What follows belongs to an exercise in optimizing a design on an open flow for small area; a production flow would make more cautious choices.
Function was not checked in any run shown here: the RTL went through the layout flow alone.

### flow/flow/run.sh
#!/bin/bash
# Standard ORFS layout (the standard.sh), with the port buffers made from
# the smallest buffer cell and the clock tree built as below.
set -euo pipefail
export BUFFER_PORTS_ARGS="-buffer_cell sky130_fd_sc_hd__buf_1"
export SKIP_REPAIR_TIE_FANOUT=1
export CTS_ARGS="-sink_clustering_enable -repair_clock_nets -dont_use_dummy_load -buf_list {sky130_fd_sc_hd__clkbuf_8} -sink_clustering_size 16 -sink_clustering_max_diameter 50"
bash standard.sh > standard.log 2>&1
### flow/standard.sh
#!/bin/bash
# synth_recipe.tcl (not shown) runs the flow's synth.tcl, then flattens the netlist and writes it again
# the make line also repeats each setting of config.mk as NAME=value (left out here)
make -C /OpenROAD-flow-scripts/flow DESIGN_CONFIG=/design/flow/config.mk WORK_HOME=/design/flow/orfs CLKGATE_MAP_FILE= SYNTH_SCRIPT=/design/flow/synth_recipe.tcl "${@:-finish}"
### flow/config.mk
export PLATFORM = sky130hd
export DESIGN_NAME = nonuniform_top_v0
export DESIGN_NICKNAME = nonuniform_top_v0
export VERILOG_FILES = /design/flow/design.v
export SDC_FILE = /design/flow/constraint.sdc
export NUM_CORES = 4
export LEC_CHECK = 0
export CAP_MARGIN = 20
export CORE_MARGIN = 2
export CORE_UTILIZATION = 65
export PLACE_DENSITY = 0.8
export SLEW_MARGIN = 20
export SYNTH_HIERARCHICAL = 1
export SYNTH_MINIMUM_KEEP_SIZE = 0
### flow/constraint.sdc
create_clock -name core_clock -period 10.0 [get_ports {i_clk}]
set_input_delay 2.0000 -clock core_clock [delete_from_list [all_inputs] [get_ports {i_clk}]]
set_output_delay 2.0000 -clock core_clock [all_outputs]
set_load 0.01 [all_outputs]
### flow/design.v
module nuc_mul (input [14:0] k, input [15:0] d, output [30:13] p);
wire pp1;
wire pp2;
wire pp3;
wire pp4;
wire pp5;
wire pp6;
wire pp7;
wire pp8;
wire pp9;
wire pp10;
wire pp11;
wire pp12;
wire pp13;
wire pp14;
wire pp15;
wire pp16;
wire pp17;
wire pp18;
wire pp19;
wire pp20;
wire pp21;
wire pp22;
wire pp23;
wire pp24;
wire pp25;
wire pp26;
wire pp27;
wire pp28;
wire pp29;
wire pp30;
wire pp31;
wire pp32;
wire pp33;
wire pp34;
wire pp35;
wire pp36;
wire pp37;
wire pp38;
wire pp39;
wire pp40;
wire pp41;
wire pp42;
wire pp43;
wire pp44;
wire pp45;
wire pp46;
wire pp47;
wire pp48;
wire pp49;
wire pp50;
wire pp51;
wire pp52;
wire pp53;
wire pp54;
wire pp55;
wire pp56;
wire pp57;
wire pp58;
wire pp59;
wire pp60;
wire pp61;
wire pp62;
wire pp63;
wire pp64;
wire pp65;
wire pp66;
wire pp67;
wire pp68;
wire pp69;
wire pp70;
wire pp71;
wire pp72;
wire pp73;
wire pp74;
wire pp75;
wire pp76;
wire pp77;
wire pp78;
wire pp79;
wire pp80;
wire pp81;
wire pp82;
wire pp83;
wire pp84;
wire pp85;
wire pp86;
wire pp87;
wire pp88;
wire pp89;
wire pp90;
wire pp91;
wire pp92;
wire pp93;
wire pp94;
wire pp95;
wire pp96;
wire pp97;
wire pp98;
wire pp99;
wire pp100;
wire pp101;
wire pp102;
wire pp103;
wire pp104;
wire pp105;
wire pp106;
wire pp107;
wire pp108;
wire pp109;
wire pp110;
wire pp111;
wire pp112;
wire pp113;
wire pp114;
wire pp115;
wire pp116;
wire pp117;
wire pp118;
wire pp119;
wire pp120;
wire pp121;
wire pp122;
wire pp123;
wire pp124;
wire pp125;
wire pp126;
wire pp127;
wire pp128;
wire pp129;
wire pp130;
wire pp131;
wire pp132;
wire pp133;
wire pp134;
wire pp135;
wire pp136;
wire pp137;
wire pp138;
wire pp139;
wire pp140;
wire pp141;
wire pp142;
wire pp143;
wire pp144;
wire pp145;
wire pp146;
wire pp147;
wire pp148;
wire pp149;
wire pp150;
wire pp151;
wire pp152;
wire pp153;
wire pp154;
wire pp155;
wire pp156;
wire pp157;
wire pp158;
wire pp159;
wire pp160;
wire pp161;
wire pp162;
wire pp163;
wire pp164;
wire pp165;
wire pp166;
wire pp167;
wire pp168;
wire pp169;
wire pp170;
wire pp171;
wire pp172;
wire pp173;
wire pp174;
wire pp175;
wire pp176;
wire pp177;
wire pp178;
wire pp179;
wire pp180;
wire pp181;
wire pp182;
wire pp183;
wire pp184;
wire pp185;
wire pp186;
wire pp187;
wire pp188;
wire pp189;
wire pp190;
wire pp191;
wire pp192;
wire pp193;
wire pp194;
wire pp195;
wire pp196;
wire pp197;
wire pp198;
wire pp199;
wire pp200;
wire pp201;
wire pp202;
wire pp203;
wire pp204;
wire pp205;
wire pp206;
wire pp207;
wire pp208;
wire pp209;
wire pp210;
wire pp211;
wire pp212;
wire pp213;
wire pp214;
wire pp215;
wire pp216;
wire pp217;
wire pp218;
wire pp219;
wire pp220;
wire pp221;
wire pp222;
wire pp223;
wire pp224;
wire pp225;
wire pp226;
wire pp227;
wire pp228;
wire pp229;
wire pp230;
wire pp231;
wire pp232;
wire pp233;
wire pp234;
wire pp235;
wire pp236;
wire pp237;
wire pp238;
wire pp239;
wire pp240;
wire s241;
wire c242;
wire s243;
wire c244;
wire s245;
wire c246;
wire s247;
wire c248;
wire s249;
wire c250;
wire s251;
wire c252;
wire s253;
wire c254;
wire s255;
wire c256;
wire s257;
wire c258;
wire s259;
wire c260;
wire s261;
wire c262;
wire s263;
wire c264;
wire s265;
wire c266;
wire s267;
wire c268;
wire s269;
wire c270;
wire s271;
wire c272;
wire s273;
wire c274;
wire s275;
wire c276;
wire s277;
wire c278;
wire s279;
wire c280;
wire s281;
wire c282;
wire s283;
wire c284;
wire s285;
wire c286;
wire s287;
wire c288;
wire s289;
wire c290;
wire s291;
wire c292;
wire s293;
wire c294;
wire s295;
wire c296;
wire s297;
wire c298;
wire s299;
wire c300;
wire s301;
wire c302;
wire s303;
wire c304;
wire s305;
wire c306;
wire s307;
wire c308;
wire s309;
wire c310;
wire s311;
wire c312;
wire s313;
wire c314;
wire s315;
wire c316;
wire s317;
wire c318;
wire s319;
wire c320;
wire s321;
wire c322;
wire s323;
wire c324;
wire s325;
wire c326;
wire s327;
wire c328;
wire s329;
wire c330;
wire s331;
wire c332;
wire s333;
wire c334;
wire s335;
wire c336;
wire s337;
wire c338;
wire s339;
wire c340;
wire s341;
wire c342;
wire s343;
wire c344;
wire s345;
wire c346;
wire s347;
wire c348;
wire s349;
wire c350;
wire s351;
wire c352;
wire s353;
wire c354;
wire s355;
wire c356;
wire s357;
wire c358;
wire s359;
wire c360;
wire s361;
wire c362;
wire s363;
wire c364;
wire s365;
wire c366;
wire s367;
wire c368;
wire s369;
wire c370;
wire s371;
wire c372;
wire s373;
wire c374;
wire s375;
wire c376;
wire s377;
wire c378;
wire s379;
wire c380;
wire s381;
wire c382;
wire s383;
wire c384;
wire s385;
wire c386;
wire s387;
wire c388;
wire s389;
wire c390;
wire s391;
wire c392;
wire s393;
wire c394;
wire s395;
wire c396;
wire s397;
wire c398;
wire s399;
wire c400;
wire s401;
wire c402;
wire s403;
wire c404;
wire s405;
wire c406;
wire s407;
wire c408;
wire s409;
wire c410;
wire s411;
wire c412;
wire s413;
wire c414;
wire s415;
wire c416;
wire s417;
wire c418;
wire s419;
wire c420;
wire s421;
wire c422;
wire s423;
wire c424;
wire s425;
wire c426;
wire s427;
wire c428;
wire s429;
wire c430;
wire s431;
wire c432;
wire s433;
wire c434;
wire s435;
wire c436;
wire s437;
wire c438;
wire s439;
wire c440;
wire s441;
wire c442;
wire s443;
wire c444;
wire s445;
wire c446;
wire s447;
wire c448;
wire s449;
wire c450;
wire s451;
wire c452;
wire s453;
wire c454;
wire s455;
wire c456;
wire s457;
wire c458;
wire s459;
wire c460;
wire s461;
wire c462;
wire s463;
wire c464;
wire s465;
wire c466;
wire s467;
wire c468;
wire s469;
wire c470;
wire s471;
wire c472;
wire s473;
wire c474;
wire s475;
wire c476;
wire s477;
wire c478;
wire s479;
wire c480;
wire s481;
wire c482;
wire s483;
wire c484;
wire s485;
wire c486;
wire s487;
wire c488;
wire s489;
wire c490;
wire s491;
wire c492;
wire s493;
wire c494;
wire s495;
wire c496;
wire s497;
wire c498;
wire s499;
wire c500;
wire s501;
wire c502;
wire s503;
wire c504;
wire s505;
wire c506;
wire s507;
wire c508;
wire s509;
wire c510;
wire s511;
wire c512;
wire s513;
wire c514;
wire s515;
wire c516;
wire s517;
wire c518;
wire s519;
wire c520;
wire s521;
wire c522;
wire s523;
wire c524;
wire s525;
wire c526;
wire s527;
wire c528;
wire s529;
wire c530;
wire s531;
wire c532;
wire s533;
wire c534;
wire s535;
wire c536;
wire s537;
wire c538;
wire s539;
wire c540;
wire s541;
wire c542;
wire s543;
wire c544;
wire s545;
wire c546;
wire s547;
wire c548;
wire s549;
wire c550;
wire s551;
wire c552;
wire s553;
wire c554;
wire s555;
wire c556;
wire s557;
wire c558;
wire s559;
wire c560;
wire s561;
wire c562;
wire s563;
wire c564;
wire s565;
wire c566;
wire s567;
wire c568;
wire s569;
wire c570;
wire s571;
wire c572;
wire s573;
wire c574;
wire s575;
wire c576;
wire s577;
wire c578;
wire s579;
wire c580;
wire s581;
wire c582;
wire s583;
wire c584;
wire s585;
wire c586;
wire s587;
wire c588;
wire s589;
wire c590;
wire s591;
wire c592;
wire s593;
wire c594;
wire s595;
wire c596;
wire s597;
wire c598;
wire s599;
wire c600;
wire s601;
wire c602;
wire s603;
wire c604;
wire s605;
wire c606;
wire s607;
wire c608;
wire s609;
wire c610;
wire s611;
wire c612;
wire s613;
wire c614;
wire s615;
wire c616;
wire s617;
wire c618;
wire s619;
wire c620;
wire s621;
wire c622;
wire s623;
wire c624;
wire s625;
wire c626;
wire s627;
wire c628;
wire s629;
wire c630;
wire s631;
wire c632;
assign pp1 = ~(k[0] & d[0]);
assign pp2 = ~(k[0] & d[1]);
assign pp3 = ~(k[0] & d[2]);
assign pp4 = ~(k[0] & d[3]);
assign pp5 = ~(k[0] & d[4]);
assign pp6 = ~(k[0] & d[5]);
assign pp7 = ~(k[0] & d[6]);
assign pp8 = ~(k[0] & d[7]);
assign pp9 = ~(k[0] & d[8]);
assign pp10 = ~(k[0] & d[9]);
assign pp11 = ~(k[0] & d[10]);
assign pp12 = ~(k[0] & d[11]);
assign pp13 = ~(k[0] & d[12]);
assign pp14 = ~(k[0] & d[13]);
assign pp15 = ~(k[0] & d[14]);
assign pp16 = k[0] & d[15];
assign pp17 = ~(k[1] & d[0]);
assign pp18 = ~(k[1] & d[1]);
assign pp19 = ~(k[1] & d[2]);
assign pp20 = ~(k[1] & d[3]);
assign pp21 = ~(k[1] & d[4]);
assign pp22 = ~(k[1] & d[5]);
assign pp23 = ~(k[1] & d[6]);
assign pp24 = ~(k[1] & d[7]);
assign pp25 = ~(k[1] & d[8]);
assign pp26 = ~(k[1] & d[9]);
assign pp27 = ~(k[1] & d[10]);
assign pp28 = ~(k[1] & d[11]);
assign pp29 = ~(k[1] & d[12]);
assign pp30 = ~(k[1] & d[13]);
assign pp31 = ~(k[1] & d[14]);
assign pp32 = k[1] & d[15];
assign pp33 = ~(k[2] & d[0]);
assign pp34 = ~(k[2] & d[1]);
assign pp35 = ~(k[2] & d[2]);
assign pp36 = ~(k[2] & d[3]);
assign pp37 = ~(k[2] & d[4]);
assign pp38 = ~(k[2] & d[5]);
assign pp39 = ~(k[2] & d[6]);
assign pp40 = ~(k[2] & d[7]);
assign pp41 = ~(k[2] & d[8]);
assign pp42 = ~(k[2] & d[9]);
assign pp43 = ~(k[2] & d[10]);
assign pp44 = ~(k[2] & d[11]);
assign pp45 = ~(k[2] & d[12]);
assign pp46 = ~(k[2] & d[13]);
assign pp47 = ~(k[2] & d[14]);
assign pp48 = k[2] & d[15];
assign pp49 = ~(k[3] & d[0]);
assign pp50 = ~(k[3] & d[1]);
assign pp51 = ~(k[3] & d[2]);
assign pp52 = ~(k[3] & d[3]);
assign pp53 = ~(k[3] & d[4]);
assign pp54 = ~(k[3] & d[5]);
assign pp55 = ~(k[3] & d[6]);
assign pp56 = ~(k[3] & d[7]);
assign pp57 = ~(k[3] & d[8]);
assign pp58 = ~(k[3] & d[9]);
assign pp59 = ~(k[3] & d[10]);
assign pp60 = ~(k[3] & d[11]);
assign pp61 = ~(k[3] & d[12]);
assign pp62 = ~(k[3] & d[13]);
assign pp63 = ~(k[3] & d[14]);
assign pp64 = k[3] & d[15];
assign pp65 = ~(k[4] & d[0]);
assign pp66 = ~(k[4] & d[1]);
assign pp67 = ~(k[4] & d[2]);
assign pp68 = ~(k[4] & d[3]);
assign pp69 = ~(k[4] & d[4]);
assign pp70 = ~(k[4] & d[5]);
assign pp71 = ~(k[4] & d[6]);
assign pp72 = ~(k[4] & d[7]);
assign pp73 = ~(k[4] & d[8]);
assign pp74 = ~(k[4] & d[9]);
assign pp75 = ~(k[4] & d[10]);
assign pp76 = ~(k[4] & d[11]);
assign pp77 = ~(k[4] & d[12]);
assign pp78 = ~(k[4] & d[13]);
assign pp79 = ~(k[4] & d[14]);
assign pp80 = k[4] & d[15];
assign pp81 = ~(k[5] & d[0]);
assign pp82 = ~(k[5] & d[1]);
assign pp83 = ~(k[5] & d[2]);
assign pp84 = ~(k[5] & d[3]);
assign pp85 = ~(k[5] & d[4]);
assign pp86 = ~(k[5] & d[5]);
assign pp87 = ~(k[5] & d[6]);
assign pp88 = ~(k[5] & d[7]);
assign pp89 = ~(k[5] & d[8]);
assign pp90 = ~(k[5] & d[9]);
assign pp91 = ~(k[5] & d[10]);
assign pp92 = ~(k[5] & d[11]);
assign pp93 = ~(k[5] & d[12]);
assign pp94 = ~(k[5] & d[13]);
assign pp95 = ~(k[5] & d[14]);
assign pp96 = k[5] & d[15];
assign pp97 = ~(k[6] & d[0]);
assign pp98 = ~(k[6] & d[1]);
assign pp99 = ~(k[6] & d[2]);
assign pp100 = ~(k[6] & d[3]);
assign pp101 = ~(k[6] & d[4]);
assign pp102 = ~(k[6] & d[5]);
assign pp103 = ~(k[6] & d[6]);
assign pp104 = ~(k[6] & d[7]);
assign pp105 = ~(k[6] & d[8]);
assign pp106 = ~(k[6] & d[9]);
assign pp107 = ~(k[6] & d[10]);
assign pp108 = ~(k[6] & d[11]);
assign pp109 = ~(k[6] & d[12]);
assign pp110 = ~(k[6] & d[13]);
assign pp111 = ~(k[6] & d[14]);
assign pp112 = k[6] & d[15];
assign pp113 = ~(k[7] & d[0]);
assign pp114 = ~(k[7] & d[1]);
assign pp115 = ~(k[7] & d[2]);
assign pp116 = ~(k[7] & d[3]);
assign pp117 = ~(k[7] & d[4]);
assign pp118 = ~(k[7] & d[5]);
assign pp119 = ~(k[7] & d[6]);
assign pp120 = ~(k[7] & d[7]);
assign pp121 = ~(k[7] & d[8]);
assign pp122 = ~(k[7] & d[9]);
assign pp123 = ~(k[7] & d[10]);
assign pp124 = ~(k[7] & d[11]);
assign pp125 = ~(k[7] & d[12]);
assign pp126 = ~(k[7] & d[13]);
assign pp127 = ~(k[7] & d[14]);
assign pp128 = k[7] & d[15];
assign pp129 = ~(k[8] & d[0]);
assign pp130 = ~(k[8] & d[1]);
assign pp131 = ~(k[8] & d[2]);
assign pp132 = ~(k[8] & d[3]);
assign pp133 = ~(k[8] & d[4]);
assign pp134 = ~(k[8] & d[5]);
assign pp135 = ~(k[8] & d[6]);
assign pp136 = ~(k[8] & d[7]);
assign pp137 = ~(k[8] & d[8]);
assign pp138 = ~(k[8] & d[9]);
assign pp139 = ~(k[8] & d[10]);
assign pp140 = ~(k[8] & d[11]);
assign pp141 = ~(k[8] & d[12]);
assign pp142 = ~(k[8] & d[13]);
assign pp143 = ~(k[8] & d[14]);
assign pp144 = k[8] & d[15];
assign pp145 = ~(k[9] & d[0]);
assign pp146 = ~(k[9] & d[1]);
assign pp147 = ~(k[9] & d[2]);
assign pp148 = ~(k[9] & d[3]);
assign pp149 = ~(k[9] & d[4]);
assign pp150 = ~(k[9] & d[5]);
assign pp151 = ~(k[9] & d[6]);
assign pp152 = ~(k[9] & d[7]);
assign pp153 = ~(k[9] & d[8]);
assign pp154 = ~(k[9] & d[9]);
assign pp155 = ~(k[9] & d[10]);
assign pp156 = ~(k[9] & d[11]);
assign pp157 = ~(k[9] & d[12]);
assign pp158 = ~(k[9] & d[13]);
assign pp159 = ~(k[9] & d[14]);
assign pp160 = k[9] & d[15];
assign pp161 = ~(k[10] & d[0]);
assign pp162 = ~(k[10] & d[1]);
assign pp163 = ~(k[10] & d[2]);
assign pp164 = ~(k[10] & d[3]);
assign pp165 = ~(k[10] & d[4]);
assign pp166 = ~(k[10] & d[5]);
assign pp167 = ~(k[10] & d[6]);
assign pp168 = ~(k[10] & d[7]);
assign pp169 = ~(k[10] & d[8]);
assign pp170 = ~(k[10] & d[9]);
assign pp171 = ~(k[10] & d[10]);
assign pp172 = ~(k[10] & d[11]);
assign pp173 = ~(k[10] & d[12]);
assign pp174 = ~(k[10] & d[13]);
assign pp175 = ~(k[10] & d[14]);
assign pp176 = k[10] & d[15];
assign pp177 = ~(k[11] & d[0]);
assign pp178 = ~(k[11] & d[1]);
assign pp179 = ~(k[11] & d[2]);
assign pp180 = ~(k[11] & d[3]);
assign pp181 = ~(k[11] & d[4]);
assign pp182 = ~(k[11] & d[5]);
assign pp183 = ~(k[11] & d[6]);
assign pp184 = ~(k[11] & d[7]);
assign pp185 = ~(k[11] & d[8]);
assign pp186 = ~(k[11] & d[9]);
assign pp187 = ~(k[11] & d[10]);
assign pp188 = ~(k[11] & d[11]);
assign pp189 = ~(k[11] & d[12]);
assign pp190 = ~(k[11] & d[13]);
assign pp191 = ~(k[11] & d[14]);
assign pp192 = k[11] & d[15];
assign pp193 = ~(k[12] & d[0]);
assign pp194 = ~(k[12] & d[1]);
assign pp195 = ~(k[12] & d[2]);
assign pp196 = ~(k[12] & d[3]);
assign pp197 = ~(k[12] & d[4]);
assign pp198 = ~(k[12] & d[5]);
assign pp199 = ~(k[12] & d[6]);
assign pp200 = ~(k[12] & d[7]);
assign pp201 = ~(k[12] & d[8]);
assign pp202 = ~(k[12] & d[9]);
assign pp203 = ~(k[12] & d[10]);
assign pp204 = ~(k[12] & d[11]);
assign pp205 = ~(k[12] & d[12]);
assign pp206 = ~(k[12] & d[13]);
assign pp207 = ~(k[12] & d[14]);
assign pp208 = k[12] & d[15];
assign pp209 = ~(k[13] & d[0]);
assign pp210 = ~(k[13] & d[1]);
assign pp211 = ~(k[13] & d[2]);
assign pp212 = ~(k[13] & d[3]);
assign pp213 = ~(k[13] & d[4]);
assign pp214 = ~(k[13] & d[5]);
assign pp215 = ~(k[13] & d[6]);
assign pp216 = ~(k[13] & d[7]);
assign pp217 = ~(k[13] & d[8]);
assign pp218 = ~(k[13] & d[9]);
assign pp219 = ~(k[13] & d[10]);
assign pp220 = ~(k[13] & d[11]);
assign pp221 = ~(k[13] & d[12]);
assign pp222 = ~(k[13] & d[13]);
assign pp223 = ~(k[13] & d[14]);
assign pp224 = k[13] & d[15];
assign pp225 = ~(k[14] & d[0]);
assign pp226 = ~(k[14] & d[1]);
assign pp227 = ~(k[14] & d[2]);
assign pp228 = ~(k[14] & d[3]);
assign pp229 = ~(k[14] & d[4]);
assign pp230 = ~(k[14] & d[5]);
assign pp231 = ~(k[14] & d[6]);
assign pp232 = ~(k[14] & d[7]);
assign pp233 = ~(k[14] & d[8]);
assign pp234 = ~(k[14] & d[9]);
assign pp235 = ~(k[14] & d[10]);
assign pp236 = ~(k[14] & d[11]);
assign pp237 = ~(k[14] & d[12]);
assign pp238 = ~(k[14] & d[13]);
assign pp239 = ~(k[14] & d[14]);
assign pp240 = k[14] & d[15];
nuc_fa u242 (pp14, pp29, 1'b1, s241, c242);
nuc_fa u244 (pp15, pp30, pp45, s243, c244);
nuc_fa u246 (pp60, pp75, 1'b1, s245, c246);
nuc_fa u248 (pp16, pp31, pp46, s247, c248);
nuc_fa u250 (pp61, pp76, pp91, s249, c250);
nuc_fa u252 (pp106, pp121, 1'b1, s251, c252);
nuc_fa u254 (pp32, pp47, pp62, s253, c254);
nuc_fa u256 (pp77, pp92, pp107, s255, c256);
nuc_fa u258 (pp48, pp63, pp78, s257, c258);
nuc_fa u260 (pp10, pp25, 1'b1, s259, c260);
nuc_fa u262 (pp11, pp26, pp41, s261, c262);
nuc_fa u264 (pp56, pp71, 1'b1, s263, c264);
nuc_fa u266 (pp12, pp27, pp42, s265, c266);
nuc_fa u268 (pp57, pp72, pp87, s267, c268);
nuc_fa u270 (pp102, pp117, 1'b1, s269, c270);
nuc_fa u272 (pp13, pp28, pp43, s271, c272);
nuc_fa u274 (pp58, pp73, pp88, s273, c274);
nuc_fa u276 (pp103, pp118, pp133, s275, c276);
nuc_fa u278 (pp148, pp163, 1'b1, s277, c278);
nuc_fa u280 (s241, pp44, pp59, s279, c280);
nuc_fa u282 (pp74, pp89, pp104, s281, c282);
nuc_fa u284 (pp119, pp134, pp149, s283, c284);
nuc_fa u286 (pp164, pp179, pp194, s285, c286);
nuc_fa u288 (s243, s245, pp90, s287, c288);
nuc_fa u290 (pp105, pp120, pp135, s289, c290);
nuc_fa u292 (pp150, pp165, pp180, s291, c292);
nuc_fa u294 (pp195, pp210, pp225, s293, c294);
nuc_fa u296 (s247, s249, s251, s295, c296);
nuc_fa u298 (pp136, pp151, pp166, s297, c298);
nuc_fa u300 (pp181, pp196, pp211, s299, c300);
nuc_fa u302 (pp226, 1'b0, c244, s301, c302);
nuc_fa u304 (s253, s255, pp122, s303, c304);
nuc_fa u306 (pp137, pp152, pp167, s305, c306);
nuc_fa u308 (pp182, pp197, pp212, s307, c308);
nuc_fa u310 (pp227, c248, c250, s309, c310);
nuc_fa u312 (s257, pp93, pp108, s311, c312);
nuc_fa u314 (pp123, pp138, pp153, s313, c314);
nuc_fa u316 (pp168, pp183, pp198, s315, c316);
nuc_fa u318 (pp213, pp228, c254, s317, c318);
nuc_fa u320 (pp64, pp79, pp94, s319, c320);
nuc_fa u322 (pp109, pp124, pp139, s321, c322);
nuc_fa u324 (pp154, pp169, pp184, s323, c324);
nuc_fa u326 (pp199, pp214, pp229, s325, c326);
nuc_fa u328 (pp80, pp95, pp110, s327, c328);
nuc_fa u330 (pp125, pp140, pp155, s329, c330);
nuc_fa u332 (pp170, pp185, pp200, s331, c332);
nuc_fa u334 (pp96, pp111, pp126, s333, c334);
nuc_fa u336 (pp141, pp156, pp171, s335, c336);
nuc_fa u338 (pp112, pp127, pp142, s337, c338);
nuc_fa u340 (pp7, pp22, 1'b1, s339, c340);
nuc_fa u342 (pp8, pp23, pp38, s341, c342);
nuc_fa u344 (pp53, pp68, 1'b1, s343, c344);
nuc_fa u346 (pp9, pp24, pp39, s345, c346);
nuc_fa u348 (pp54, pp69, pp84, s347, c348);
nuc_fa u350 (pp99, pp114, 1'b1, s349, c350);
nuc_fa u352 (s259, pp40, pp55, s351, c352);
nuc_fa u354 (pp70, pp85, pp100, s353, c354);
nuc_fa u356 (pp115, pp130, pp145, s355, c356);
nuc_fa u358 (s261, s263, pp86, s357, c358);
nuc_fa u360 (pp101, pp116, pp131, s359, c360);
nuc_fa u362 (pp146, pp161, c260, s361, c362);
nuc_fa u364 (s265, s267, s269, s363, c364);
nuc_fa u366 (pp132, pp147, pp162, s365, c366);
nuc_fa u368 (pp177, c262, c264, s367, c368);
nuc_fa u370 (s271, s273, s275, s369, c370);
nuc_fa u372 (s277, pp178, pp193, s371, c372);
nuc_fa u374 (c266, c268, c270, s373, c374);
nuc_fa u376 (s279, s281, s283, s375, c376);
nuc_fa u378 (s285, pp209, c272, s377, c378);
nuc_fa u380 (c274, c276, c278, s379, c380);
nuc_fa u382 (s287, s289, s291, s381, c382);
nuc_fa u384 (s293, c242, c280, s383, c384);
nuc_fa u386 (c282, c284, c286, s385, c386);
nuc_fa u388 (s295, s297, s299, s387, c388);
nuc_fa u390 (s301, c246, c288, s389, c390);
nuc_fa u392 (c290, c292, c294, s391, c392);
nuc_fa u394 (s303, s305, s307, s393, c394);
nuc_fa u396 (s309, c252, c296, s395, c396);
nuc_fa u398 (c298, c300, c302, s397, c398);
nuc_fa u400 (s311, s313, s315, s399, c400);
nuc_fa u402 (s317, c256, c304, s401, c402);
nuc_fa u404 (c306, c308, c310, s403, c404);
nuc_fa u406 (s319, s321, s323, s405, c406);
nuc_fa u408 (s325, c258, c312, s407, c408);
nuc_fa u410 (c314, c316, c318, s409, c410);
nuc_fa u412 (s327, s329, s331, s411, c412);
nuc_fa u414 (pp215, pp230, c320, s413, c414);
nuc_fa u416 (c322, c324, c326, s415, c416);
nuc_fa u418 (s333, s335, pp186, s417, c418);
nuc_fa u420 (pp201, pp216, pp231, s419, c420);
nuc_fa u422 (c328, c330, c332, s421, c422);
nuc_fa u424 (s337, pp157, pp172, s423, c424);
nuc_fa u426 (pp187, pp202, pp217, s425, c426);
nuc_fa u428 (pp232, c334, c336, s427, c428);
nuc_fa u430 (pp128, pp143, pp158, s429, c430);
nuc_fa u432 (pp173, pp188, pp203, s431, c432);
nuc_fa u434 (pp218, pp233, c338, s433, c434);
nuc_fa u436 (pp144, pp159, pp174, s435, c436);
nuc_fa u438 (pp189, pp204, pp219, s437, c438);
nuc_fa u440 (pp160, pp175, pp190, s439, c440);
nuc_fa u442 (pp5, pp20, 1'b1, s441, c442);
nuc_fa u444 (pp6, pp21, pp36, s443, c444);
nuc_fa u446 (pp51, pp66, 1'b1, s445, c446);
nuc_fa u448 (s339, pp37, pp52, s447, c448);
nuc_fa u450 (pp67, pp82, pp97, s449, c450);
nuc_fa u452 (s341, s343, pp83, s451, c452);
nuc_fa u454 (pp98, pp113, c340, s453, c454);
nuc_fa u456 (s345, s347, s349, s455, c456);
nuc_fa u458 (pp129, c342, c344, s457, c458);
nuc_fa u460 (s351, s353, s355, s459, c460);
nuc_fa u462 (c346, c348, c350, s461, c462);
nuc_fa u464 (s357, s359, s361, s463, c464);
nuc_fa u466 (c352, c354, c356, s465, c466);
nuc_fa u468 (s363, s365, s367, s467, c468);
nuc_fa u470 (c358, c360, c362, s469, c470);
nuc_fa u472 (s369, s371, s373, s471, c472);
nuc_fa u474 (c364, c366, c368, s473, c474);
nuc_fa u476 (s375, s377, s379, s475, c476);
nuc_fa u478 (c370, c372, c374, s477, c478);
nuc_fa u480 (s381, s383, s385, s479, c480);
nuc_fa u482 (c376, c378, c380, s481, c482);
nuc_fa u484 (s387, s389, s391, s483, c484);
nuc_fa u486 (c382, c384, c386, s485, c486);
nuc_fa u488 (s393, s395, s397, s487, c488);
nuc_fa u490 (c388, c390, c392, s489, c490);
nuc_fa u492 (s399, s401, s403, s491, c492);
nuc_fa u494 (c394, c396, c398, s493, c494);
nuc_fa u496 (s405, s407, s409, s495, c496);
nuc_fa u498 (c400, c402, c404, s497, c498);
nuc_fa u500 (s411, s413, s415, s499, c500);
nuc_fa u502 (c406, c408, c410, s501, c502);
nuc_fa u504 (s417, s419, s421, s503, c504);
nuc_fa u506 (c412, c414, c416, s505, c506);
nuc_fa u508 (s423, s425, s427, s507, c508);
nuc_fa u510 (c418, c420, c422, s509, c510);
nuc_fa u512 (s429, s431, s433, s511, c512);
nuc_fa u514 (c424, c426, c428, s513, c514);
nuc_fa u516 (s435, s437, pp234, s515, c516);
nuc_fa u518 (c430, c432, c434, s517, c518);
nuc_fa u520 (s439, pp205, pp220, s519, c520);
nuc_fa u522 (pp235, c436, c438, s521, c522);
nuc_fa u524 (pp176, pp191, pp206, s523, c524);
nuc_fa u526 (pp221, pp236, c440, s525, c526);
nuc_fa u528 (pp192, pp207, pp222, s527, c528);
nuc_fa u530 (pp4, pp19, 1'b1, s529, c530);
nuc_fa u532 (s441, pp35, pp50, s531, c532);
nuc_fa u534 (s443, s445, pp81, s533, c534);
nuc_fa u536 (s447, s449, c444, s535, c536);
nuc_fa u538 (s451, s453, c448, s537, c538);
nuc_fa u540 (s455, s457, c452, s539, c540);
nuc_fa u542 (s459, s461, c456, s541, c542);
nuc_fa u544 (s463, s465, c460, s543, c544);
nuc_fa u546 (s467, s469, c464, s545, c546);
nuc_fa u548 (s471, s473, c468, s547, c548);
nuc_fa u550 (s475, s477, c472, s549, c550);
nuc_fa u552 (s479, s481, c476, s551, c552);
nuc_fa u554 (s483, s485, c480, s553, c554);
nuc_fa u556 (s487, s489, c484, s555, c556);
nuc_fa u558 (s491, s493, c488, s557, c558);
nuc_fa u560 (s495, s497, c492, s559, c560);
nuc_fa u562 (s499, s501, c496, s561, c562);
nuc_fa u564 (s503, s505, c500, s563, c564);
nuc_fa u566 (s507, s509, c504, s565, c566);
nuc_fa u568 (s511, s513, c508, s567, c568);
nuc_fa u570 (s515, s517, c512, s569, c570);
nuc_fa u572 (s519, s521, c516, s571, c572);
nuc_fa u574 (s523, s525, c520, s573, c574);
nuc_fa u576 (s527, pp237, c524, s575, c576);
nuc_fa u578 (pp208, pp223, pp238, s577, c578);
nuc_fa u580 (pp3, pp18, 1'b1, s579, c580);
nuc_fa u582 (s529, pp34, pp49, s581, c582);
nuc_fa u584 (s531, pp65, c530, s583, c584);
nuc_fa u586 (s533, c442, c532, s585, c586);
nuc_fa u588 (s535, c446, c534, s587, c588);
nuc_fa u590 (s537, c450, c536, s589, c590);
nuc_fa u592 (s539, c454, c538, s591, c592);
nuc_fa u594 (s541, c458, c540, s593, c594);
nuc_fa u596 (s543, c462, c542, s595, c596);
nuc_fa u598 (s545, c466, c544, s597, c598);
nuc_fa u600 (s547, c470, c546, s599, c600);
nuc_fa u602 (s549, c474, c548, s601, c602);
nuc_fa u604 (s551, c478, c550, s603, c604);
nuc_fa u606 (s553, c482, c552, s605, c606);
nuc_fa u608 (s555, c486, c554, s607, c608);
nuc_fa u610 (s557, c490, c556, s609, c610);
nuc_fa u612 (s559, c494, c558, s611, c612);
nuc_fa u614 (s561, c498, c560, s613, c614);
nuc_fa u616 (s563, c502, c562, s615, c616);
nuc_fa u618 (s565, c506, c564, s617, c618);
nuc_fa u620 (s567, c510, c566, s619, c620);
nuc_fa u622 (s569, c514, c568, s621, c622);
nuc_fa u624 (s571, c518, c570, s623, c624);
nuc_fa u626 (s573, c522, c572, s625, c626);
nuc_fa u628 (s575, c526, c574, s627, c628);
nuc_fa u630 (s577, c528, c576, s629, c630);
nuc_fa u632 (pp224, pp239, c578, s631, c632);
wire [30:0] ra = {1'b0, pp240, s631, s629, s627, s625, s623, s621, s619, s617, s615, s613, s611, s609, s607, s605, s603, s601, s599, s597, s595, s593, s591, s589, s587, s585, s583, s581, s579, pp2, pp1};
wire [30:0] rb = {1'b1, c632, c630, c628, c626, c624, c622, c620, c618, c616, c614, c612, c610, c608, c606, c604, c602, c600, c598, c596, c594, c592, c590, c588, c586, c584, c582, c580, pp33, pp17, 1'b1};
wire [30:0] sum = ~(ra + rb + 1'b1);
assign p = sum[30:13];
endmodule
module nuc_fa (input a, input b, input c, output s, output co);
assign s = a ^ b ^ c;
assign co = (a & b) | (a & c) | (b & c);
endmodule
`timescale 1ns / 1ps
module nonuniform_top_v0 #(
    parameter IMAGE_WIDE_LENGTH = 256    ,
    parameter IMAGE_HIGH_LENGTH = 192    ,
    parameter ADDRS_DW          = 21     ,
    parameter DW                = 16
) (
    input                               i_rst_n                 ,
    input                               i_clk                   ,
    input   [DW-1:0]                    i_data                  ,
    input                               i_hs                    ,
    input                               i_vs                    ,
    input   [3:0]                       i_clac_b_mean_num       ,
    input                               i_clac_b_en             ,
    input   [ADDRS_DW-1:0]              i_b_addrs               ,
    output                              o_clac_b_done           ,
    input   [3:0]                       i_data_sel              ,
    input   [ADDRS_DW-1:0]              i_k_addrs               ,
    input                               i_init_k_load           ,
    output                              o_bp_type               ,
    output  [DW-1:0]                    o_data                  ,
    output  [DW-1:0]                    o_calc_b_mean_data      ,
    output  [DW-1:0]                    o_center_y16_data       ,
    output  [DW-1:0]                    o_sub_aver_y16          ,
    output                              o_hs                    ,
    output                              o_vs                    ,
    output                              o_mem_wr_start          ,
    output   [ADDRS_DW-1:0]             o_mem_wr_addrs          ,
    output   [ADDRS_DW-1:0]             o_mem_wr_lengths        ,
    output   [DW-1:0]                   o_mem_wr_data           ,
    output                              o_mem_wr_data_vld       ,
    output                              o_mem_rd0_start         ,
    output   [ADDRS_DW-1:0]             o_mem_rd0_addrs         ,
    output   [ADDRS_DW-1:0]             o_mem_rd0_lengths       ,
    input    [DW-1:0]                   i_mem_rd0_data          ,
    output                              o_mem_rd0_data_req      ,
    output                              o_mem_rd1_start         ,
    output   [ADDRS_DW-1:0]             o_mem_rd1_addrs         ,
    output   [ADDRS_DW-1:0]             o_mem_rd1_lengths       ,
    input    [DW-1:0]                   i_mem_rd1_data          ,
    output                              o_mem_rd1_data_req
);
localparam IMAGE_LENGTH = IMAGE_WIDE_LENGTH * IMAGE_HIGH_LENGTH;
genvar gi;
reg     [12:0]  vsd;
reg     [10:0]  hsd;
always @(posedge i_clk) begin
    vsd <= {vsd[11:0], i_vs};
    hsd <= {hsd[9:0], i_hs};
end
assign o_vs = vsd[10];
assign o_hs = hsd[10];
wire    pix_vld   = i_hs & i_vs;
wire    frame_end = vsd[12] & ~vsd[11];
assign o_mem_rd0_data_req = pix_vld;
assign o_mem_rd1_data_req = pix_vld;
assign o_mem_rd0_addrs    = i_b_addrs;
assign o_mem_wr_addrs     = i_b_addrs;
assign o_mem_rd1_addrs    = i_k_addrs;
assign o_mem_rd0_lengths  = IMAGE_LENGTH;
assign o_mem_rd1_lengths  = IMAGE_LENGTH;
assign o_mem_wr_lengths   = IMAGE_LENGTH;
reg             rd_start;
reg     [1:0]   sel;             
reg             init_k_load;
always @(posedge i_clk) begin
    rd_start <= frame_end;
    if (frame_end) begin
        case (i_data_sel)
        4'b0010: sel <= 2'd1;
        4'b0100: sel <= 2'd2;
        4'b1000: sel <= 2'd3;
        default: sel <= 2'd0;
        endcase
        init_k_load <= i_init_k_load;
    end
end
assign o_mem_rd1_start = rd_start;
reg             calc_en;         
reg     [DW-1:0] data_dly;
always @(posedge i_clk) begin
    data_dly <= i_data;
end
wire    [DW-1:0]    b_word  = calc_en ? 16'd1 : i_mem_rd0_data;
wire    [14:0]      k_word  = init_k_load ? 15'd8192 : i_mem_rd1_data[14:0];
wire    [DW-1:0]    x_sub_b = data_dly - b_word;
wire    [30:13]     prod;        
nuc_mul mul_inst (.k(k_word), .d(x_sub_b), .p(prod));
reg     [DW-1:0]    raw_word;
always @(*) begin
    case (sel)
    2'd1:    raw_word = data_dly;
    2'd2:    raw_word = b_word;
    default: raw_word = {1'b0, k_word};
    endcase
end
function [15:0] sat16;
    input [17:0] p;
    reg          pos, neg;
    begin
        pos   = !p[17] && (p[16] | p[15]);
        neg   =  p[17] && !(p[16] & p[15]);
        sat16 = {neg | (p[15] & !pos), {15{pos}} | (p[14:0] & {15{!neg}})};
    end
endfunction
reg     [17:0]      pipe0;
reg     [DW-1:0]    pipe [1:9];
reg     [9:0]       bp_pipe;
integer i;
always @(posedge i_clk) begin
    pipe0 <= (sel == 2'd0) ? prod : {{2{raw_word[DW-1]}}, raw_word};
    pipe[1] <= sat16(pipe0);
    for (i = 2; i < 10; i = i + 1)
        pipe[i] <= pipe[i-1];
    bp_pipe <= {bp_pipe[8:0], i_mem_rd1_data[DW-1]};
end
assign o_data    = pipe[9];
assign o_bp_type = bp_pipe[9];
localparam CENTER_NUM = (IMAGE_HIGH_LENGTH / 2 - 1) * IMAGE_WIDE_LENGTH + IMAGE_WIDE_LENGTH / 2 - 1;
reg     [14:0]  pcnt;
wire    [14:0]  pcnt_inc;
wire    [15:0]  pcnt_c;
assign pcnt_c[0] = 1'b1;
generate
    for (gi = 0; gi < 15; gi = gi + 1) begin : g_pcnt
        nuc_ha u_ha (.a(pcnt[gi]), .b(pcnt_c[gi]), .s(pcnt_inc[gi]), .co(pcnt_c[gi+1]));
    end
endgenerate
always @(posedge i_clk) begin
    if (!i_vs)
        pcnt <= 15'd0;
    else if (i_hs && !(pcnt[14] & pcnt[13]))
        pcnt <= pcnt_inc;
end
wire    center_in = pix_vld && (pcnt == CENTER_NUM);
reg     [3:0]       ccnt;        
reg     [17:0]      center_prod;
reg     [DW-1:0]    center_out;
always @(posedge i_clk) begin
    if (center_in)
        ccnt <= 4'd10;
    else if (ccnt != 4'd0)
        ccnt <= ccnt - 1'b1;
    if (ccnt == 4'd10)
        center_prod <= prod;
    if (ccnt == 4'd1)
        center_out <= sat16(center_prod);
end
assign o_center_y16_data = center_out;
reg     [1:0]   calc_en_dly;
reg             calc_sync;
reg             calc_done;
wire            vs_fall = vsd[1] & ~vsd[0];
wire            vs_rise = ~vsd[1] & vsd[0];
always @(posedge i_clk or negedge i_rst_n) begin
    if (!i_rst_n) begin
        calc_en_dly <= 2'b00;
        calc_sync   <= 1'b0;
        calc_en     <= 1'b0;
    end
    else begin
        calc_en_dly <= {calc_en_dly[0], i_clac_b_en};
        if (vs_fall && calc_sync)
            calc_sync <= 1'b0;
        else if ((calc_en_dly == 2'b01) && !calc_sync)
            calc_sync <= 1'b1;
        if (calc_en && calc_done)
            calc_en <= 1'b0;
        else if (vs_fall && calc_sync)
            calc_en <= 1'b1;
    end
end
reg     [7:0]   start_cnt;
reg     [5:0]   fcnt;
reg             wr_start;
reg             mean_en;
reg             calc_en_d;       
reg     [1:0]   round_d;         
always @(posedge i_clk) begin
    if (!calc_en)
        start_cnt <= 8'h0f;
    else if (i_vs)
        start_cnt <= 8'h00;
    else if (start_cnt != 8'hFF)
        start_cnt <= start_cnt + 8'h01;
    wr_start <= (start_cnt == 8'hF0);
    if (!calc_en)
        fcnt <= 6'd0;
    else if (start_cnt == 8'h0A)
        fcnt <= fcnt + 6'd1;
    case (i_clac_b_mean_num)
    4'b0001: calc_done <= (start_cnt == 8'h0A) && (fcnt > 6'd2 );
    4'b0010: calc_done <= (start_cnt == 8'h0A) && (fcnt > 6'd6 );
    4'b1000: calc_done <= (start_cnt == 8'h0A) && (fcnt > 6'd30);
    default: calc_done <= (start_cnt == 8'h0A) && (fcnt > 6'd14);
    endcase
    if (fcnt == 6'd0)
        mean_en <= 1'b0;
    else if (wr_start) begin
        case (i_clac_b_mean_num)
        4'b0001: if (fcnt == 6'd3 ) mean_en <= 1'b1;
        4'b0010: if (fcnt == 6'd7 ) mean_en <= 1'b1;
        4'b1000: if (fcnt == 6'd3 ) mean_en <= 1'b1;
        default: if (fcnt == 6'd15) mean_en <= 1'b1;
        endcase
    end
    calc_en_d <= calc_en;
    case (i_clac_b_mean_num)
    4'b0001: round_d <= 2'd0;
    4'b0010: round_d <= 2'd1;
    4'b1000: round_d <= 2'd3;
    default: round_d <= 2'd2;
    endcase
end
assign o_clac_b_done   = calc_done;
assign o_mem_wr_start  = wr_start;
assign o_mem_rd0_start = calc_en ? wr_start : rd_start;
reg     [1:0]   sh_c;            
always @(*) begin
    case (i_clac_b_mean_num)
    4'b0001: sh_c = 2'd0;
    4'b0010: sh_c = 2'd1;
    4'b1000: sh_c = 2'd3;
    default: sh_c = 2'd2;
    endcase
end
reg     [13:0]  x_sh;
always @(*) begin
    case (sh_c)
    2'd0:    x_sh = data_dly[15:2];
    2'd1:    x_sh = {1'b0, data_dly[15:3]};
    2'd2:    x_sh = {2'b0, data_dly[15:4]};
    default: x_sh = {3'b0, data_dly[15:5]};
    endcase
end
reg             drop_c;
integer         bi;
always @(*) begin
    drop_c = 1'b1;
    for (bi = 1; bi <= 4; bi = bi + 1)
        if ((bi >= round_d + 1) && (bi <= sh_c + 1) && !data_dly[bi])
            drop_c = 1'b0;
end
wire    [2:0]   t_add;
assign t_add[0] = calc_en_d & ((round_d <= sh_c) ? drop_c : ({1'b0, round_d} == {1'b0, sh_c} + 3'd1));
assign t_add[1] = calc_en_d & ({1'b0, round_d} == {1'b0, sh_c} + 3'd2);
assign t_add[2] = calc_en_d & ({1'b0, round_d} == {1'b0, sh_c} + 3'd3);
wire    [13:0]  a_in = x_sh & {14{calc_en_d}};
wire    [13:0]  a_sum;
wire    [14:0]  a_c;
assign a_c[0] = t_add[0];
generate
    for (gi = 0; gi < 14; gi = gi + 1) begin : g_inc
        if (gi == 1 || gi == 2) begin : g_t
            nuc_ha u_ha (.a(a_in[gi]), .b(a_c[gi] | t_add[gi]), .s(a_sum[gi]), .co(a_c[gi+1]));
        end
        else begin : g_n
            nuc_ha u_ha (.a(a_in[gi]), .b(a_c[gi]), .s(a_sum[gi]), .co(a_c[gi+1]));
        end
    end
endgenerate
wire    [DW-1:0] rd_word = (fcnt == 6'd0) ? 16'd0 : calc_en ? i_mem_rd0_data : 16'd1;
wire    [DW-1:0] add_a   = {1'b0, a_c[14], a_sum};
wire    [DW-1:0] wr_nx;
wire    [DW:0]   wr_c;
assign wr_c[0] = 1'b0;
generate
    for (gi = 0; gi < DW; gi = gi + 1) begin : g_wr
        nuc_fa u_fa (.a(add_a[gi]), .b(rd_word[gi]), .c(wr_c[gi]), .s(wr_nx[gi]), .co(wr_c[gi+1]));
    end
endgenerate
reg     [DW-1:0]    wr_data;
always @(posedge i_clk) begin
    wr_data <= wr_nx;
end
assign o_mem_wr_data     = wr_data;
assign o_mem_wr_data_vld = hsd[1] & vsd[1];
reg     [31:0]  data_sum;
wire    [31:0]  data_sum_nx;
wire    [32:0]  sum_c;
wire            sum_en = mean_en & o_mem_wr_data_vld;
assign sum_c[0] = 1'b0;
wire    [15:0]  hi_ones;         
assign hi_ones[0] = 1'b1;
generate
    for (gi = 0; gi < 32; gi = gi + 1) begin : g_sum
        if (gi < DW) begin : g_fa
            nuc_fa u_fa (.a(data_sum[gi]), .b(wr_data[gi] & sum_en), .c(sum_c[gi]), .s(data_sum_nx[gi]), .co(sum_c[gi+1]));
        end
        else begin : g_inc
            if (gi > DW) begin : g_ones
                assign hi_ones[gi-DW] = hi_ones[gi-DW-1] & data_sum[gi-1];
            end
            assign data_sum_nx[gi] = data_sum[gi] ^ (sum_c[DW] & hi_ones[gi-DW]);
        end
    end
endgenerate
always @(posedge i_clk) begin
    if (vs_rise && calc_en)
        data_sum <= 32'd0;
    else
        data_sum <= data_sum_nx;     
end
localparam D_IDLE = 2'd0, D_S1 = 2'd1, D_S2 = 2'd2, D_S3 = 2'd3;
reg     [1:0]   dstate;
reg     [4:0]   dcnt;
reg     [1:0]   drem;
reg     [16:0]  dsh;
reg             dvld;
reg     [DW-1:0] mean;
wire    [2:0]   dtrial = {drem, dsh[16]};
wire            dq     = (dtrial >= 3'd3);
wire            dstart = (dstate == D_IDLE) && calc_done;
always @(posedge i_clk) begin
    if (!i_rst_n)
        dstate <= D_IDLE;
    else begin
        case (dstate)
        D_IDLE: if (calc_done) dstate <= D_S1;
        D_S1:   dstate <= D_S2;
        D_S2:   dstate <= (dcnt == 5'd0) ? D_S3 : D_S1;
        default: dstate <= D_IDLE;
        endcase
    end
end
always @(posedge i_clk) begin
    if (dstart)
        dcnt <= 5'd31;
    else if (dstate == D_S2)
        dcnt <= dcnt - 1'b1;
    if (dstart) begin
        drem <= {1'b0, data_sum[31]};
        dsh  <= data_sum[30:14];
    end
    else if ((dstate == D_S2) && (dcnt[4] | (dcnt[3:0] == 4'hF))) begin
        drem <= dq ? (dtrial - 3'd3) : dtrial[1:0];
        dsh  <= {dsh[15:0], dq};
    end
    dvld <= (dstate == D_S3);
    if (dvld)
        mean <= dsh[15:0];
end
assign o_calc_b_mean_data = mean;
wire    [DW:0]  sub_c;
assign sub_c[0] = 1'b1;
generate
    for (gi = 0; gi < DW; gi = gi + 1) begin : g_sub
        nuc_fa u_fa (.a(center_out[gi]), .b(~mean[gi]), .c(sub_c[gi]), .s(o_sub_aver_y16[gi]), .co(sub_c[gi+1]));
    end
endgenerate
endmodule
module nuc_ha (input a, input b, output s, output co);
assign s  = a ^ b;
assign co = a & b;
endmodule
==> impl_results.md, run 1 <==
* Vias at between 15000 and 20000
* R2r setup slk at between 1500 and 2000 ps
* DRT Pass-1 Iters at 9
* Post-synthesis net count at 2609
* Worst Hold Margin at 291 ps
* Placed cell area at 0.0224 mm2
* Clock latency (worst-skew pair) at 620 ps
* Initial Util at 0.662
* Yosys reg bits at roughly 380
* Total gr overflow at 0
* Worst reg-to-reg path cell count at 23
* Initial DRC Count at ~1400
* Final wirelength at a little over 50000 um
* GP Congestion at just under 1
* Final setup viols at 0
* Port bufs at 151
* # DRC at 0
* Worst EP arrival at 7790 ps
* Post-Place Cells at about 2600
* Hold Fails Final Rpt at 0
* Critical-path top delay cell: fa_1
* Slew @ Worst Pin at approximately 1100 ps
* Detailed placement HPWL at 37800 um
* Slew Limit Fails at 0
* Max-cap viol count at 0
* Worst stage delay on the critical path at 540 ps
* Post-synth top area share at 0.278
* Fraction of registers with async set/reset at 0.0104
* Synth top area cells: dfxtp_1, fa_1, edfxtp_1
* Synth cell types at 84
* RSZ-0062 raised after global routing: no
* Mapped Cells at 2169
* Clk buf depth at 3
* Yosys top cell by area: dfxtp_1
* Nets at 2613
* Worst Hold Path Cells at 0
* CP startpoint kind: flip-flop
* Cts bufs inserted at 31
* Setup Skew at slightly below 100 ps
* Crit-path most repeated cell: fa_1
* Worst endpoint required time at roughly 8000 ps
* Status: timing/DRC/antenna clean
* Period utilization at 0.979
* EDFF count, synth at 71
* # rows at 67
* Area growth syn-to-layout at 2.83%
* Gr usage total at 0.287
* Tmin final at 9790 ps
* H-tree lvl count at 1
* RR Endpoint: data_sum[29]$_SDFF_PP0_
* Post-Syn Area at 0.0223 mm2
* Seq/Total Area, Yosys at 0.378
* Routed WL per cell at 19.2 um
* Warning count from the yosys run at 8
* First-pass GRT wire length at 81100 um
* Worst hold endpoint: pipe[2][3]$_DFF_P_
* Cell Count, Final, Fillers Out at 2619
* Vias in the first global route at about 16000
* Root Buffer: clkbuf_8
* Critical path endpoint category: output port
* Fmax at 102 MHz
* Vias per inst at 5.93
* Final Cell Area at 0.0229 mm2
* CP Depth at 17
* HP Start: pipe[1][3]$_DFF_P_
* Critical path buffer and inverter count at 1
* Top_reg_cell synth: dfxtp_1
* Largest net degree at the start of global routing at 61
* CP Class: reg2out
* Num Clock Sinks at 384
* Syn Area/Cell at 10.3 um2
* CP max FO at 2
* Die height at about 190 um
* ANT cells at 0
* Antenna violations before repair at 0
* Worst R2R Start: hsd[1]$_DFF_P_
* Post-DRT Antenna Nets at 0
* Die area at 0.0357 mm2
* Top delay family on crit path: adder cells
* Boundary Pins at 320
* Cell Chain, Critical Path: fa_1 > fa_1 > fa_1 > fa_2 > fa_2 > fa_1 > fa_1 > fa_1 > fa_1 > fa_1 > fa_1 > fa_1 > fa_1 > fa_1 > fa_1 > fa_1 > buf_1
* Core ar. at 0.0336 mm2
* Slew headroom at 0.239
* CTS tree: built
* Die width at roughly 190 um
* Hold Crit Class: reg2reg
* Layout cells sized above 1 at 0.0530
* Clock slew at reported path FFs at 90 ps
## layout make-up
type,count,area [um2]
Clock buffer,31,427
Fill cell,2531,10700
Inverter,51,204
Multi-Input combinational cell,1514,12400
Sequential cell,384,8420
Tap cell,448,561
Timing Repair Buffer,191,867
## cells in the mapped netlist (14+ instances only)
cell        n
o21ai_0    77
nand2_1   412
xnor2_1    34
xor2_1     18
dfxtp_1   309
nor3_1     23
a21boi_0   17
a21o_1     21
clkbuf_1   85
a22oi_1    17
and2_1     76
inv_1      50
fa_1      245
a21oi_1    85
nand4_1    15
nand2b_1   25
edfxtp_1   71
buf_4     127
nor2b_1    26
and3_1     14
ha_1       91
nand3_1    23
nor2_1    149
## cells in the final DEF (no fill, tap or decap), types with 17 or more instances in the layout
cell,instances
o21ai_0,77
nor2_1,149
nor3_1,23
inv_1,50
nand2b_1,25
a21o_1,21
nand2_1,412
nand3_1,23
clkbuf_8,31
dfxtp_1,309
xnor2_1,32
and2_1,76
xor2_1,17
a21oi_1,83
edfxtp_1,71
buf_1,151
a21boi_0,17
buf_4,40
a22oi_1,17
ha_1,91
fa_1,237
## modules after synthesis (local to each module, per instance)
module / times used / flops+latches
nonuniform_top_v0: 1 / 384
nuc_mul: 1 / 0
nuc_fa: 244 / 0
nuc_ha: 29 / 0
## worst reg2reg max path: cells and delay by family, from the launching register on
| kind | cells | cell delay [ps] |
|---|---|---|
| xor+xnor | 1 | 150 |
| fa+ha+maj | 16 | 6560 |
| flops | 1 | 350 |
| simple gates | 6 | 1230 |
## how the worst max path moves through the flow
stage	endpoint	startpoint
6_report	o_sub_aver_y16[15]	center_out[0]$_DFFE_PP_
3_3_place_gp	wr_data[15]$_DFF_P_	i_clac_b_mean_num[0]
3_5_place_dp	wr_data[15]$_DFF_P_	i_clac_b_mean_num[0]
2_1_floorplan	wr_data[15]$_DFF_P_	i_clac_b_mean_num[3]
4_1_cts	o_sub_aver_y16[15]	center_out[0]$_DFFE_PP_
5_1_grt	o_sub_aver_y16[15]	center_out[0]$_DFFE_PP_
## cell families (layout without fill, tap and decap cells)
group,after synthesis,in the layout,share of synthesized area
and+or+nand+nor,802,802,0.164
DFF,384,384,0.378
adders and majority gates,336,336,0.272
AOI/OAI and AO/OA,316,316,0.0953
buffers and inverters,271,273,0.0685
xor gates and xnor gates,52,52,0.0205
other,4,4,0.000674
muxes,4,4,0.00185
## metrics by stage
step	utilization	setup WS, ps	setup TNS [ps]
finish	0.681	213	0
global route	0.681	14.6	0
CTS	0.680	14.2	0
detailed placement	0.667	-379	-414
global placement	0.667	-163	-163
floorplan	-	8.20	0
## routing by layer
metal  vias up  global-route usage  wire length (um)  share of wire
met3       188              0.0651              4820          0.096
met5         -                   0                 0              0
met1      7501               0.383             20200           0.40
met4         0               0.102              1930          0.038
met2       791               0.463             23300           0.46
li1       7040                   -                 -              -
## sequential cells by signal, summed over array words and instances, names as in the netlist, 2 cells and up
signal       flops
bp_pipe         10
calc_en_dly      2
ccnt             4
center_out      16
center_prod     18
data_dly        16
data_sum        32
dcnt             5
drem             2
dsh             17
dstate           2
fcnt             6
hsd             11
mean            16
pcnt            15
pipe           144
pipe0           18
round_d          2
sel              2
start_cnt        8
vsd             13
wr_data         16
## what timing repair did
item	4_1_cts	5_1_grt
gates resized for setup	0	7
setup buffers	0	0
setup endpoints to repair	0	2
hold buffers	0	0
==> inputs of run 2 (changes only) <==
--- a/flow/config.mk
+++ b/flow/config.mk
@@ -8,6 +8,7 @@
 export CAP_MARGIN = 20
 export CORE_MARGIN = 2
 export CORE_UTILIZATION = 65
+export GPL_TIMING_DRIVEN = 0
 export PLACE_DENSITY = 0.8
 export SLEW_MARGIN = 20
 export SYNTH_HIERARCHICAL = 1
==> run 2 against run 1 <==
Still clean. Register-to-register slack got worse by 1100 ps. Area after synthesis unchanged. Fmax decreased by 0.32%. Die area unchanged. First-iteration DRC count increased by 11%. Clock skew decreased by 9.4 ps. Global-route usage increased by 1.0 points. Synthesized cell count unchanged. Critical path depth unchanged. Final cell count increased by 9.5%. Design area increased by 5.8%. Largest cell class unchanged.
==> impl_results.md, run 2 <==
* Die area at 0.0357 mm2
* Die width at around 190 um
* Cell Chain, Critical Path: fa_1 > fa_1 > fa_1 > fa_2 > fa_2 > fa_1 > fa_1 > fa_1 > fa_1 > fa_1 > fa_1 > fa_1 > fa_1 > fa_1 > fa_1 > fa_1 > buf_1
* Largest register FFs at 144
* Total gr overflow at 0
* R2r setup slk at 520 ps
* CP startpoint kind: flip-flop
* Synth cell types at 84
* Largest net degree at the start of global routing at 61
* Critical-path top delay cell: fa_1
* Crit-path most repeated cell: fa_1
* Highest-count cells in the layout ignoring fill and taps: nand2_1, dfxtp_1, fa_1
* Worst EP arrival at 7820 ps
* First-pass GRT wire length at 83800 um
* Yosys reg bits at around 380
* Worst R2R Start: calc_en$_DFFE_PN0P_
* Warning count from the yosys run at 8
* Port bufs at 213
* Final worst slack at 182 ps
* Worst reg-to-reg path cell count at 28
* GP Congestion at 0.974
* Boundary Pins at 320
* Worst Hold Margin at 321 ps
* # fillers at 2475
* Critical path buffer and inverter count at 1
* Status: timing/DRC/antenna clean
* CP Class: reg2out
* Placement Setup Slack at -739 ps
* Worst stage delay on the critical path at 530 ps
* Top-count cell post-synth: nand2_1
* Vias in the first global route at 16308
* Vias per inst at between 5 and 6
* # DRC at 0
* Area growth syn-to-layout at 8.75%
* Post-layout util at 0.720
* Biggest register: pipe
* Die height at about 190 um
* HP Start: vsd[5]$_DFF_P_
* Worst Hold Path Cells at 0
* Detailed placement HPWL at slightly above 40000 um
* Root Buffer: clkbuf_8
* Mapped Cells at ~2200
* Antenna violations before repair at 1
* Tmin final at a little under 10000 ps
* Initial Util at 0.662
* RSZ-0062 raised after global routing: no
* Fraction of registers with async set/reset at 0.0104
* Seq/Total Area, Yosys at 0.378
* CTS tree: built
* Routed WL per cell at between 15 and 20 um
* Num Clock Sinks at 384
* Hold Fails Final Rpt at 0
* Post-synth top area share at 0.278
* Hold Crit Class: reg2reg
* Fmax at around 100 MHz
* Core ar. at 0.0336 mm2
* Cts bufs inserted at 35
* Most common cell after layout, fill and taps aside: nand2_1
* Most frequent cells after synthesis: nand2_1, dfxtp_1, fa_1
* Period utilization at 0.982
* Post-synthesis net count at 2609
* Multi-input gate area at 0.0124 mm2
* Initial DRC Count at 1570
* Clock slew at reported path FFs at around 100 ps
* CP max FO at 2
* Layout cells sized above 1 at 0.0885
* # rows at 67
* Setup Skew at 87.7 ps
* Worst endpoint required time at 8000 ps
* Critical path endpoint category: output port
* Nets at 2861
* Final setup viols at 0
* Final wirelength at 53200 um
* Slew Limit Fails at 0
* Clk buf depth at 3
* Met1 wire length at 20900 um
* Synth top area cells: dfxtp_1, fa_1, edfxtp_1
* Max-cap viol count at 0
* EDFF count, synth at 71
* Top_reg_cell synth: dfxtp_1
* Slew @ Worst Pin at between 1000 and 1500 ps
* Post-DRT Antenna Nets at 0
* Register Area at approximately 0.0084 mm2
* H-tree lvl count at 2
* Yosys top cell by area: dfxtp_1
* Highest Signal Layer: met4
* DR WL met3 at 5540 um
* DRT Pass-1 Iters at 12
* Syn Area/Cell at ~10 um2
* Clock latency (worst-skew pair) at 550 ps
* Worst hold endpoint: vsd[6]$_DFF_P_
* Post-Syn Area at 0.0223 mm2
* Top delay family on crit path: adder cells
* Largest regs: pipe x144, data_sum x32
* Metal2 WL at 24500 um
* Gr usage total at 0.297
* Slew headroom at 0.167
* RR Endpoint: pipe0[10]$_DFF_P_
* Vias at ~17000
-- run 2: cell count changes in the layout (fill, tap and decap cells not counted), sizes merged --
cell | previous run | this run
buf | 191 | 350
clkbuf | 31 | 120
diode | 0 | 1
-- run 2: layer usage --
layer | track usage | up-vias
li1 | - | 7533
met1 | 0.393 | 7856
met2 | 0.476 | 961
met3 | 0.0723 | 192
met4 | 0.115 | 0
met5 | 0 | -
-- run 2: per-module statistics from Yosys (local to each module, per instance) --
| module | cells inside | flip-flops and latches |
|---|---|---|
| nuc_ha | 1 | 0 |
| nuc_fa | 1 | 0 |
| nuc_mul | 487 | 0 |
| nonuniform_top_v0 | 1409 | 384 |
-- run 2: layout make-up --
class	count	area share
Sequential cell	384	0.348
Timing Repair Buffer	215	0.0340
Clock buffer	35	0.0199
Buffer	220	0.0554
Inverter	51	0.00843
Tap cell	448	0.0232
Multi-Input combinational cell	1514	0.511
Antenna cell	1	0.000103
-- run 2: logic make-up (layout without fill, tap and decap cells) --
family | after synthesis | count (layout) | share of synthesized area
AOI/OAI and AO/OA | 316 | 316 | 0.0953
muxes | 4 | 4 | 0.00185
other | 4 | 5 | 0.000674
adders and majority gates | 336 | 336 | 0.272
DFF | 384 | 384 | 0.378
and+or+nand+nor | 802 | 802 | 0.164
xor gates and xnor gates | 52 | 52 | 0.0205
buffers and inverters | 271 | 521 | 0.0685
-- run 2: worst max-delay path by stage --
stage | slack, ps | start | cells after the start | to
after CTS | 50 | i_clac_b_mean_num[0] | 27 | wr_data[15]$_DFF_P_
final | 180 | center_out[0]$_DFFE_PP_ | 17 | o_sub_aver_y16[15]
after global routing | 20 | center_out[0]$_DFFE_PP_ | 17 | o_sub_aver_y16[15]
after detailed placement | -740 | i_clac_b_mean_num[1] | 27 | wr_data[15]$_DFF_P_
after floorplan | 8 | i_clac_b_mean_num[3] | 27 | wr_data[15]$_DFF_P_
after global placement | -590 | i_clac_b_mean_num[1] | 27 | wr_data[15]$_DFF_P_
-- run 2: metrics by stage --
step                      std cells  TNS [ps]  area, um2
after global placement         2830     -7880      23700
after floorplan                2169         0      22300
final                          2868         0      24200
after CTS                      2867         0      24200
after global routing           2867         0      24200
after detailed placement       2831    -12150      23700
-- run 2: repair_timing --
action / CTS / global route
gates resized for setup: 4 / 19
setup buffers: 1 / 0
hold buffers: 0 / 0
endpoints found under the setup margin: 4 / 15
-- run 2: worst register-to-register path, delay by kind of cell (launching register included) --
| kind | cells | cell delay (ps) |
|---|---|---|
| DFF | 1 | 550 |
| adders and majority gates | 8 | 3590 |
| buffers and inverters | 5 | 1870 |
| AOI/OAI and AO/OA | 10 | 2300 |
| xor gates and xnor gates | 1 | 350 |
| and+or+nand+nor | 4 | 690 |

re-timing with driven ports:
The results above use ideal ports. As a check the final layouts listed here were re-extracted and re-timed, cells and wires unchanged.
Step 1 assumes that a clkbuf_16 drives the clock port and a buf_2 every other input.
Step 2 moves the port delays by t, midway between the first and last clock arrival at a register: inputs arrive t later, outputs are due t later. That takes back most of the time a late clock gives input paths.
a / b / c = ideal ports / drivers / drivers and shift; a / b = the first two.
| run | t (ns) | setup WS [ns] | worst hold slack (ns) |
|---|---|---|---|
| run 1 | 0.615 | 0.213 / 0.166 / -0.354 | 0.291 / 0.291 / 0.291 |
| run 2 | 0.553 | 0.182 / 0.134 / -0.312 | 0.321 / 0.321 / 0.321 |
With both steps, setup timing fails in run 1 and run 2, where it was met with ideal ports. For run 1, which loses most, drivers alone change the setup slack by -0.047 ns; drivers and shift together by -0.567 ns.
